From an optimization exercise on the open Yosys and OpenROAD flow, aimed at small area and a short achievable clock period; shortcuts taken in it are not production practice. Where RTL was checked, it was by simulation tests only, not by an equivalence proof against the original. The clock port is modelled as an ideal driver, which makes a skipped or thinned clock tree look cheaper than it is; a real chip needs a root buffer or a tree. No activity file was given, so power comes from the tool's default toggle rates.

==> trial 22 <==
==> flow/design.v <==
`timescale 1ns / 1ps
module pooler(
    input         clk,
    input         ce,
    input         master_rst,
    input  [7:0]  data_in,
    output [7:0]  data_out,
    output        valid_op,
    output        end_op
    );
    localparam NP = 13;               
    reg        c0;                    
    reg [3:0]  pc;                    
    reg        r;                     
    reg [3:0]  band;                  
    reg        valid_q, end_q;
    reg [7:0]  h;
    reg [7:0]  sr [0:NP-2];
    integer    i;
    wire       gt  = data_in > h;
    wire       sel = gt | (~c0 & ~r);  
    wire [7:0] mx  = sel ? data_in : h;
    always @(posedge clk) begin
        if (ce && c0) begin
            for (i = NP-2; i > 0; i = i-1)
                sr[i] <= sr[i-1];
            sr[0] <= mx;
            h     <= sr[NP-2];
        end else if (ce && sel)
            h <= data_in;
    end
    always @(posedge clk) begin
        if (master_rst) begin
            c0 <= 1'b0; pc <= 4'd0; r <= 1'b0; band <= 4'd0;
            valid_q <= 1'b0; end_q <= 1'b0;
        end else begin
            valid_q <= ce & r & c0;
            end_q   <= ce & r & c0 & (pc == NP-1) & (band == NP-1);
            if (ce) begin
                c0 <= ~c0;
                if (c0) begin
                    if (pc == NP-1) begin
                        pc <= 4'd0;
                        r  <= ~r;
                        if (r)
                            band <= (band == NP-1) ? 4'd0 : band + 4'd1;
                    end else
                        pc <= pc + 4'd1;
                end
            end
        end
    end
    assign data_out = sr[0];
    assign valid_op = valid_q;
    assign end_op   = end_q;
endmodule
==> flow/run.sh <==
#!/bin/bash
# synth_recipe.tcl (not shown) runs the flow's synth.tcl, then flattens the netlist and writes it again
# the make line also repeats each setting of config.mk as NAME=value (left out here)
make -C /OpenROAD-flow-scripts/flow DESIGN_CONFIG=/design/flow/config.mk WORK_HOME=/design/flow/orfs CLKGATE_MAP_FILE= SYNTH_SCRIPT=/design/flow/synth_recipe.tcl finish
==> flow/config.mk <==
export PLATFORM = sky130hd
export DESIGN_NAME = pooler
export DESIGN_NICKNAME = pooler
export VERILOG_FILES = /design/flow/design.v
export SDC_FILE = /design/flow/constraint.sdc
export NUM_CORES = 4
export LEC_CHECK = 0
export CAP_MARGIN = 20
export CORE_MARGIN = 2
export CORE_UTILIZATION = 40
export SETUP_SLACK_MARGIN = 2.7
export SLEW_MARGIN = 20
==> flow/constraint.sdc <==
create_clock -name core_clock -period 4.5 [get_ports {clk}]
set_input_delay 0.9000 -clock core_clock [delete_from_list [all_inputs] [get_ports {clk}]]
set_output_delay 0.9000 -clock core_clock [all_outputs]
set_load 0.01 [all_outputs]
==> trial 43 (differences from trial 22) <==
Settings changed: CTS_BUF_LIST set to sky130_fd_sc_hd__clkbuf_4 sky130_fd_sc_hd__clkbuf_8, CTS_CLUSTER_DIAMETER set to 60, CTS_CLUSTER_SIZE set to 20.
==> trial 39 (differences from trial 22) <==
Settings changed: SETUP_SLACK_MARGIN 2.7 to unset.
==> build 51 (differences from trial 22) <==
==> flow/design.v (replaced) <==
`timescale 1ns / 1ps
module cmp_l0(input a, input bn, output ng, output np);
    assign ng = ~(a & bn);
    assign np = ~(a | bn);
endmodule
module cmp_l1(input ngh, input nph, input ngl, input npl, output g, output p);
    assign g = ~(ngh & (nph | ngl));
    assign p = ~(nph | npl);
endmodule
module cmp_l2(input gh, input ph, input gl, input pl, output ng, output np);
    assign ng = ~(gh | (ph & gl));
    assign np = ~(ph & pl);
endmodule
module cmp_l3(input ngh, input nph, input ngl, input nforce, output sel);
    assign sel = ~(ngh & (nph | ngl) & nforce);
endmodule
module comparator2(
    input  [7:0] a,
    input  [7:0] bn,          
    input        nforce,      
    output       sel_a,       
    output       sel_b);
    wire [7:0] ng0, np0;
    wire [3:0] g1, p1;
    wire [1:0] ng2, np2;
    genvar i;
    generate
        for (i = 0; i < 8; i = i + 1) begin : l0_
            cmp_l0 u(.a(a[i]), .bn(bn[i]), .ng(ng0[i]), .np(np0[i]));
        end
        for (i = 0; i < 4; i = i + 1) begin : l1_
            cmp_l1 u(.ngh(ng0[2*i+1]), .nph(np0[2*i+1]), .ngl(ng0[2*i]), .npl(np0[2*i]),
                     .g(g1[i]), .p(p1[i]));
        end
        for (i = 0; i < 2; i = i + 1) begin : l2_
            cmp_l2 u(.gh(g1[2*i+1]), .ph(p1[2*i+1]), .gl(g1[2*i]), .pl(p1[2*i]),
                     .ng(ng2[i]), .np(np2[i]));
        end
    endgenerate
    cmp_l3 ua(.ngh(ng2[1]), .nph(np2[1]), .ngl(ng2[0]), .nforce(nforce), .sel(sel_a));
    cmp_l3 ub(.ngh(ng2[1]), .nph(np2[1]), .ngl(ng2[0]), .nforce(nforce), .sel(sel_b));
endmodule
`timescale 1ns / 1ps
module pooler(
    input         clk,
    input         ce,
    input         master_rst,
    input  [7:0]  data_in,
    output [7:0]  data_out,
    output        valid_op,
    output        end_op
    );
    localparam NP = 13;               
    reg        c0;                    
    reg [3:0]  pc;                    
    reg        pc_last;               
    reg        r;                     
    reg [3:0]  band;                  
    reg        band_last;             
    reg        valid_q, end_q;
    reg        shift_q;               
    reg [7:0]  h;
    reg [7:0]  o;
    reg [7:0]  sr [0:NP-2];
    integer    i;
    wire       sel, sel_e;            
    comparator2 cmp(.a(data_in), .bn(~h), .nforce(c0 | r), .sel_a(sel), .sel_b(sel_e));
    always @(posedge clk) begin
        o <= sel ? data_in : h;
        if (ce && c0)
            h <= sr[NP-2];
        else if (ce && sel_e)
            h <= data_in;
        if (shift_q) begin
            for (i = NP-2; i > 0; i = i-1)
                sr[i] <= sr[i-1];
            sr[0] <= o;
        end
    end
    always @(posedge clk) begin
        if (master_rst) begin
            c0 <= 1'b0; pc <= 4'd0; pc_last <= 1'b0; r <= 1'b0;
            band <= 4'd0; band_last <= 1'b0;
            valid_q <= 1'b0; end_q <= 1'b0; shift_q <= 1'b0;
        end else begin
            valid_q <= ce & r & c0;
            end_q   <= ce & r & c0 & pc_last & band_last;
            shift_q <= ce & c0;
            if (ce) begin
                c0 <= ~c0;
                if (c0) begin
                    pc      <= pc_last ? 4'd0 : pc + 4'd1;
                    pc_last <= (pc == NP-2);
                    if (pc_last) begin
                        r <= ~r;
                        if (r) begin
                            band      <= band_last ? 4'd0 : band + 4'd1;
                            band_last <= (band == NP-2);
                        end
                    end
                end
            end
        end
    end
    assign data_out = o;
    assign valid_op = valid_q;
    assign end_op   = end_q;
endmodule
Settings changed: CTS_BUF_LIST set to sky130_fd_sc_hd__clkbuf_8, CTS_CLUSTER_DIAMETER set to 100, CTS_CLUSTER_SIZE set to 30, SETUP_SLACK_MARGIN 2.7 to 2.8, SYNTH_HIERARCHICAL set to 1.
==> results.txt <==
Maximum frequency, highest first: build 51, trial 22, trial 43, trial 39.
The lowest first-iteration DRC count belongs to trial 22, the highest to trial 39.
Critical path depth: trial 39 is higher than build 51 (6).
Against trial 39, the worst hold slack of trial 22 is lower by 0.0023 ns.
Against trial 39, the clock-buffer cell count of trial 43 is higher by 1.
The highest utilization belongs to trial 22, the lowest to build 51.
Of trial 43 and build 51, build 51 has the higher synthesized cell count (gap about 5%, measured against build 51).
Global-route usage: trial 43 > trial 22 > trial 39 > build 51.
Sequential share of layout area: trial 39 is higher than trial 22 (3.9 points).
Clock power: trial 43 is smaller than trial 39 (about 17%).
==> figures <==
item	trial 22	build 51	trial 43	trial 39
Tapcells	133	136	133	133
Resized Gates After CTS	110	108	113	0
Hold Slack	0.413 ns	0.416 ns	0.414 ns	0.415 ns
Die Height	105 µm	108 µm	105 µm	105 µm
Number of inverters outside the clock class in the layout	16	8	15	14
Via count of the first global-routing pass	2047	2004	2051	1987
Clk slew on worst S/H paths	0.06 ns	0.08 ns	0.07 ns	0.05 ns
Post-CTS Setup Inserts	6	3	5	0
Number of enable-type register cells in the synthesized netlist	104	-	104	104
Worst path buffer plus inverter count	2	1	2	1
Number of rows created at floorplan	36	37	36	36
Result of the run	complete, no violations	complete, no violations	complete, no violations	complete, no violations
CP peak stage delay	0.35 ns	0.36 ns	0.32 ns	0.45 ns
Area of the placeable core	9820 µm²	10400 µm²	9820 µm²	9820 µm²
Area leader, netlist	sky130_fd_sc_hd__edfxtp_1	-	sky130_fd_sc_hd__edfxtp_1	sky130_fd_sc_hd__edfxtp_1
Power consumed by combinational cells	0.133 mW	0.125 mW	0.131 mW	0.0949 mW
Transition time at the pin with the least slew margin	0.425 ns	0.560 ns	0.439 ns	0.524 ns
Vias post-DR	2041	2013	2038	1946
Share of cells above drive strength 1	30.4%	33.8%	30.4%	14.1%
Clk power	1.37 mW	0.969 mW	1.05 mW	1.27 mW
Worst Hold End	sr[11][1]	sr[7][1]	sr[10][1]	sr[2][0]
Post-route setup slack	2.33 ns	2.69 ns	2.28 ns	1.84 ns
For trial 22, trial 43 and trial 39, only the layout was checked, not whether the RTL still works.

==> v26: inputs <==
RTL: one of the versions met above, not the one the previous note started from.
==> module pooler, before the edit <==
module pooler(
    input         clk,
    input         ce,
    input         master_rst,
    input  [7:0]  data_in,
    output [7:0]  data_out,
    output        valid_op,
    output        end_op
    );
    localparam NP = 13;               
    reg        c0;                    
    reg [3:0]  pc;                    
    reg        pc_last;               
    reg        r;                     
    reg [3:0]  band;                  
    reg        band_last;             
    reg        valid_q, end_q;
    reg        shift_q;               
    reg [7:0]  h;
    reg [7:0]  o;
    reg [7:0]  sr [0:NP-2];
    integer    i;
    wire       sel, sel_e;            
    comparator2 cmp(.a(data_in), .bn(~h), .nforce(c0 | r), .sel_a(sel), .sel_b(sel_e));
    always @(posedge clk) begin
        o <= sel ? data_in : h;
        if (ce && c0)
            h <= sr[NP-2];
        else if (ce && sel_e)
            h <= data_in;
        if (shift_q) begin
            for (i = NP-2; i > 0; i = i-1)
                sr[i] <= sr[i-1];
            sr[0] <= o;
        end
    end
    always @(posedge clk) begin
        if (master_rst) begin
            c0 <= 1'b0; pc <= 4'd0; pc_last <= 1'b0; r <= 1'b0;
            band <= 4'd0; band_last <= 1'b0;
            valid_q <= 1'b0; end_q <= 1'b0; shift_q <= 1'b0;
        end else begin
            valid_q <= ce & r & c0;
            end_q   <= ce & r & c0 & pc_last & band_last;
            shift_q <= ce & c0;
            if (ce) begin
                c0 <= ~c0;
                if (c0) begin
                    pc      <= pc_last ? 4'd0 : pc + 4'd1;
                    pc_last <= (pc == NP-2);
                    if (pc_last) begin
                        r <= ~r;
                        if (r) begin
                            band      <= band_last ? 4'd0 : band + 4'd1;
                            band_last <= (band == NP-2);
                        end
                    end
                end
            end
        end
    end
    assign data_out = o;
    assign valid_op = valid_q;
    assign end_op   = end_q;
endmodule
export LEC_CHECK = 0
export CAP_MARGIN = 20
export CORE_MARGIN = 2
export CORE_UTILIZATION = 40
export SETUP_SLACK_MARGIN = 2.8
export SLEW_MARGIN = 20
export SYNTH_HIERARCHICAL = 1
create_clock -name core_clock -period 4.5 [get_ports {clk}]
standard.sh (not shown) runs the stock make flow with config.mk's settings and CLKGATE_MAP_FILE= SYNTH_SCRIPT=/design/flow/synth_recipe.tcl, a recipe that flattens the netlist after the stock synthesis.
==> flow/flow/run.sh <==
#!/bin/bash
# Own layout flow: the standard ORFS flow (standard synthesis,
# floorplan, power grid, taps, placement, routing unchanged), except
#  - port buffers of a plain buffer cell instead of a delay cell,
#  - resizing not restricted to the same cell footprint,
#  - the clock tree built by flow/cts.tcl instead of TritonCTS.
# Each tool's output goes to a log of its own in the work folder; ORFS also
# keeps each step's log under orfs/logs.
set -euo pipefail
KNOBS=(MATCH_CELL_FOOTPRINT=0 "BUFFER_PORTS_ARGS=-buffer_cell sky130_fd_sc_hd__buf_2")
bash standard.sh "${KNOBS[@]}" place > flow_place.log 2>&1
export PLATFORM_DIR=$FLOW_HOME/platforms/sky130hd
export RDIR=orfs/results/sky130hd/pooler/base
export DONT_USE="sky130_fd_sc_hd__probe_p_8 sky130_fd_sc_hd__probec_p_8 sky130_fd_sc_hd__lpflow_*"
export NLEAF=${NLEAF:-4} LEAFBUF=${LEAFBUF:-sky130_fd_sc_hd__clkbuf_16} ROOTBUF=${ROOTBUF:-sky130_fd_sc_hd__clkbuf_16}
export SETUP_MARGIN=${SETUP_MARGIN:-2.8}
openroad -no_init -exit flow/cts.tcl > flow_cts.log 2>&1
bash standard.sh "${KNOBS[@]}" SETUP_SLACK_MARGIN=3.2 finish > flow_finish.log 2>&1
Other scripts of this flow, unchanged in this note and not shown: flow/flow/cts.tcl
==> v9: changes against v26 <==
==> flow/design.v, changed modules only <==
module pooler(
    input         clk,
    input         ce,
    input         master_rst,
    input  [7:0]  data_in,
    output [7:0]  data_out,
    output        valid_op,
    output        end_op
    );
    localparam NP = 13;               
    reg        c0;                    
    reg [3:0]  pc;                    
    reg        r;                     
    reg [3:0]  band;                  
    reg        valid_q, end_q;
    reg        shift_q;               
    reg [7:0]  h;
    reg [7:0]  o;
    reg [7:0]  sr [0:NP-2];
    integer    i;
    wire       pc_last   = pc[3] & pc[2];
    wire       band_last = band[3] & band[2];
    wire       sel, sel_e;            
    comparator2 cmp(.a(data_in), .bn(~h), .nforce(c0 | r), .sel_a(sel), .sel_b(sel_e));
    wire       h_en = ce & (c0 | sel_e);
    wire [7:0] h_d  = c0 ? sr[NP-2] : data_in;
    always @(posedge clk) begin
        o <= sel ? data_in : h;
        if (h_en)
            h <= h_d;
        if (shift_q) begin
            for (i = NP-2; i > 0; i = i-1)
                sr[i] <= sr[i-1];
            sr[0] <= o;
        end
    end
    always @(posedge clk) begin
        if (master_rst) begin
            c0 <= 1'b0; pc <= 4'd0; r <= 1'b0; band <= 4'd0;
            valid_q <= 1'b0; end_q <= 1'b0; shift_q <= 1'b0;
        end else begin
            valid_q <= ce & r & c0;
            end_q   <= ce & r & c0 & pc_last & band_last;
            shift_q <= ce & c0;
            if (ce) begin
                c0 <= ~c0;
                if (c0) begin
                    pc <= pc_last ? 4'd0 : pc + 4'd1;
                    if (pc_last) begin
                        r <= ~r;
                        if (r)
                            band <= band_last ? 4'd0 : band + 4'd1;
                    end
                end
            end
        end
    end
    assign data_out = o;
    assign valid_op = valid_q;
    assign end_op   = end_q;
endmodule
--- a/flow/flow/run.sh
+++ b/flow/flow/run.sh
@@ -17,2 +17,2 @@
 openroad -no_init -exit flow/cts.tcl > flow_cts.log 2>&1
-bash standard.sh "${KNOBS[@]}" SETUP_SLACK_MARGIN=3.2 finish > flow_finish.log 2>&1
+bash standard.sh "${KNOBS[@]}" finish > flow_finish.log 2>&1
Settings changed: PLACE_DENSITY set to 0.8.
==> v20: changes against v26 <==
==> flow/design.v, changed modules only <==
module pooler(
    input         clk,
    input         ce,
    input         master_rst,
    input  [7:0]  data_in,
    output [7:0]  data_out,
    output        valid_op,
    output        end_op
    );
    localparam NP = 13;               
    reg        c0;                    
    reg [3:0]  pc;                    
    reg        r;                     
    reg [3:0]  band;                  
    reg        valid_q, end_q;
    reg        shift_q;               
    reg [7:0]  h;
    reg [7:0]  o;
    reg [7:0]  sr [0:NP-2];
    integer    i;
    wire       pc_last   = pc[3] & pc[2];
    wire       band_last = band[3] & band[2];
    wire       sel, sel_e;            
    comparator2 cmp(.a(data_in), .bn(~h), .nforce(c0 | r), .sel_a(sel), .sel_b(sel_e));
    wire       h_en = ce & (c0 | sel_e);
    wire [7:0] h_d  = c0 ? sr[NP-2] : data_in;
    always @(posedge clk) begin
        o <= sel ? data_in : h;
        if (h_en)
            h <= h_d;
        if (shift_q) begin
            for (i = NP-2; i > 0; i = i-1)
                sr[i] <= sr[i-1];
            sr[0] <= o;
        end
    end
    always @(posedge clk) begin
        if (master_rst) begin
            c0 <= 1'b0; pc <= 4'd0; r <= 1'b0; band <= 4'd0;
            valid_q <= 1'b0; end_q <= 1'b0; shift_q <= 1'b0;
        end else begin
            valid_q <= ce & r & c0;
            end_q   <= ce & r & c0 & pc_last & band_last;
            shift_q <= ce & c0;
            if (ce) begin
                c0 <= ~c0;
                if (c0) begin
                    pc <= pc_last ? 4'd0 : pc + 4'd1;
                    if (pc_last) begin
                        r <= ~r;
                        if (r)
                            band <= band_last ? 4'd0 : band + 4'd1;
                    end
                end
            end
        end
    end
    assign data_out = o;
    assign valid_op = valid_q;
    assign end_op   = end_q;
endmodule
--- a/flow/flow/run.sh
+++ b/flow/flow/run.sh
@@ -17,2 +17,2 @@
 openroad -no_init -exit flow/cts.tcl > flow_cts.log 2>&1
-bash standard.sh "${KNOBS[@]}" SETUP_SLACK_MARGIN=3.2 finish > flow_finish.log 2>&1
+bash standard.sh "${KNOBS[@]}" finish > flow_finish.log 2>&1
Settings changed: ABC_AREA set to 1.
==> v1: changes against v26 <==
==> flow/design.v, changed modules only <==
module pooler(
    input         clk,
    input         ce,
    input         master_rst,
    input  [7:0]  data_in,
    output [7:0]  data_out,
    output        valid_op,
    output        end_op
    );
    localparam NP = 13;               
    reg        c0;                    
    reg [3:0]  pc;                    
    reg        r;                     
    reg [3:0]  band;                  
    reg        valid_q, end_q;
    reg        shift_q;               
    reg [7:0]  hn;                    
    wire [7:0] h = ~hn;
    reg [7:0]  o;
    reg [7:0]  sr [0:NP-2];
    integer    i;
    wire       pc_last   = pc[3] & pc[2];
    wire       band_last = band[3] & band[2];
    wire       sel, sel_e;            
    comparator2 cmp(.a(data_in), .bn(hn), .nforce(c0 | r), .sel_a(sel), .sel_b(sel_e));
    wire       h_en = ce & (c0 | sel_e);
    wire [7:0] h_d  = c0 ? sr[NP-2] : data_in;
    always @(posedge clk) begin
        o <= sel ? data_in : h;
        if (h_en)
            hn <= ~h_d;
        if (shift_q) begin
            for (i = NP-2; i > 0; i = i-1)
                sr[i] <= sr[i-1];
            sr[0] <= o;
        end
    end
    always @(posedge clk) begin
        if (master_rst) begin
            c0 <= 1'b0; pc <= 4'd0; r <= 1'b0; band <= 4'd0;
            valid_q <= 1'b0; end_q <= 1'b0; shift_q <= 1'b0;
        end else begin
            valid_q <= ce & r & c0;
            end_q   <= ce & r & c0 & pc_last & band_last;
            shift_q <= ce & c0;
            if (ce) begin
                c0 <= ~c0;
                if (c0) begin
                    pc <= pc_last ? 4'd0 : pc + 4'd1;
                    if (pc_last) begin
                        r <= ~r;
                        if (r)
                            band <= band_last ? 4'd0 : band + 4'd1;
                    end
                end
            end
        end
    end
    assign data_out = o;
    assign valid_op = valid_q;
    assign end_op   = end_q;
endmodule
--- a/flow/flow/run.sh
+++ b/flow/flow/run.sh
@@ -17,2 +17,2 @@
 openroad -no_init -exit flow/cts.tcl > flow_cts.log 2>&1
-bash standard.sh "${KNOBS[@]}" SETUP_SLACK_MARGIN=3.2 finish > flow_finish.log 2>&1
+bash standard.sh "${KNOBS[@]}" finish > flow_finish.log 2>&1
==> qor summary <==
quantity	v26	v20	v1	v9
Sequential cell area share	69.6%	74.4%	72.8%	73.9%
Avg WL per Cell	15.8 um	13.6 um	15.0 um	15.6 um
Run status	timing/DRC/antenna clean	timing/DRC/antenna clean	timing/DRC/antenna clean	timing/DRC/antenna clean
Cell-internal power	0.00158 W	0.00153 W	0.00155 W	0.00155 W
Die width	108 um	107 um	106 um	106 um
Final instance count without filler cells	418	432	393	397
Drt first-iter violations	124	92	105	120
GP Congestion	0.702	0.774	0.661	0.798
DRT Wirelength	6600 um	5870 um	5910 um	6210 um
Clock power share	25.8%	26.0%	26.3%	26.0%
Via/cell ratio	4.88	4.56	4.77	4.94
Gate Count Post-Synth	244	272	229	237
Post-DP Area	0.00459 mm2	0.00454 mm2	0.00450 mm2	0.00449 mm2
Worst reg2reg path depth	6	7	1	6
Fraction of final layout cells sized beyond drive strength 1	38.3%	23.0%	28.8%	28.7%
Clock period minus final worst setup slack	1740 ps	1730 ps	1710 ps	1730 ps
Avg Synthesized Cell Area	17.6 um2	15.6 um2	18.3 um2	17.7 um2
Floorplan die area	0.0116 mm2	0.0114 mm2	0.0113 mm2	0.0113 mm2
Seq. pwr	0.00133 W	0.00131 W	0.00132 W	0.00132 W
Capture endpoint of the worst hold path	sr[6][0]	sr[10][1]	sr[10][3]	sr[11][3]
Number of inverters outside the clock class in the layout	8	25	9	9
Max-slew headroom at the worst pin	73.9%	67.1%	64.1%	47.6%
Part of the total power dissipated in sequential elements	67.1%	68.3%	67.8%	68.1%
In every run of this note, the design's own scripts or RTL, not TritonCTS, make the clock network.

## port drivers added, routing unchanged
No port has a modelled driver above. Below, the same layouts with a new extraction and two added sets of constraints.
Step 1 (the two cells are an assumption about what drives the block):
set clk [get_ports {clk}]
set_driving_cell -lib_cell sky130_fd_sc_hd__clkbuf_16 $clk
set_driving_cell -lib_cell sky130_fd_sc_hd__buf_2 [delete_from_list [all_inputs] $clk]
Step 2 moves the port delays by t, midway between the first and last clock arrival at a register: inputs arrive t later, outputs are due t later. That takes back most of the time a late clock gives input paths.
Slacks: ideal / step 1 / step 2; pairs: ideal / step 1.
| run | shift t [ns] | setup WS [ns] | worst setup path after step 2 | pins driven straight from the clock port |
|---|---|---|---|---|
| trial 22 | 0.520 | 2.332 / 2.320 / 1.800 | input to register | 1 |
| trial 43 | 0.438 | 2.282 / 2.270 / 1.832 | input to register | 1 |
| trial 39 | 0.532 | 1.841 / 1.844 / 1.312 | input to register | 1 |
| build 51 | 0.461 | 2.692 / 2.661 / 2.391 | input to register | 1 |
| v26 | 0.365 | 2.763 / 2.728 / 2.416 | input to register | 1 |
| v9 | 0.362 | 2.775 / 2.743 / 2.434 | input to register | 1 |
| v20 | 0.360 | 2.774 / 2.740 / 2.523 | input to register | 1 |
| v1 | 0.362 | 2.791 / 2.757 / 2.423 | input to register | 1 |
After both steps every run listed still meets setup and hold. The setup slack of trial 22, which loses most, moves by -0.012 ns with the drivers and by -0.532 ns with both steps.
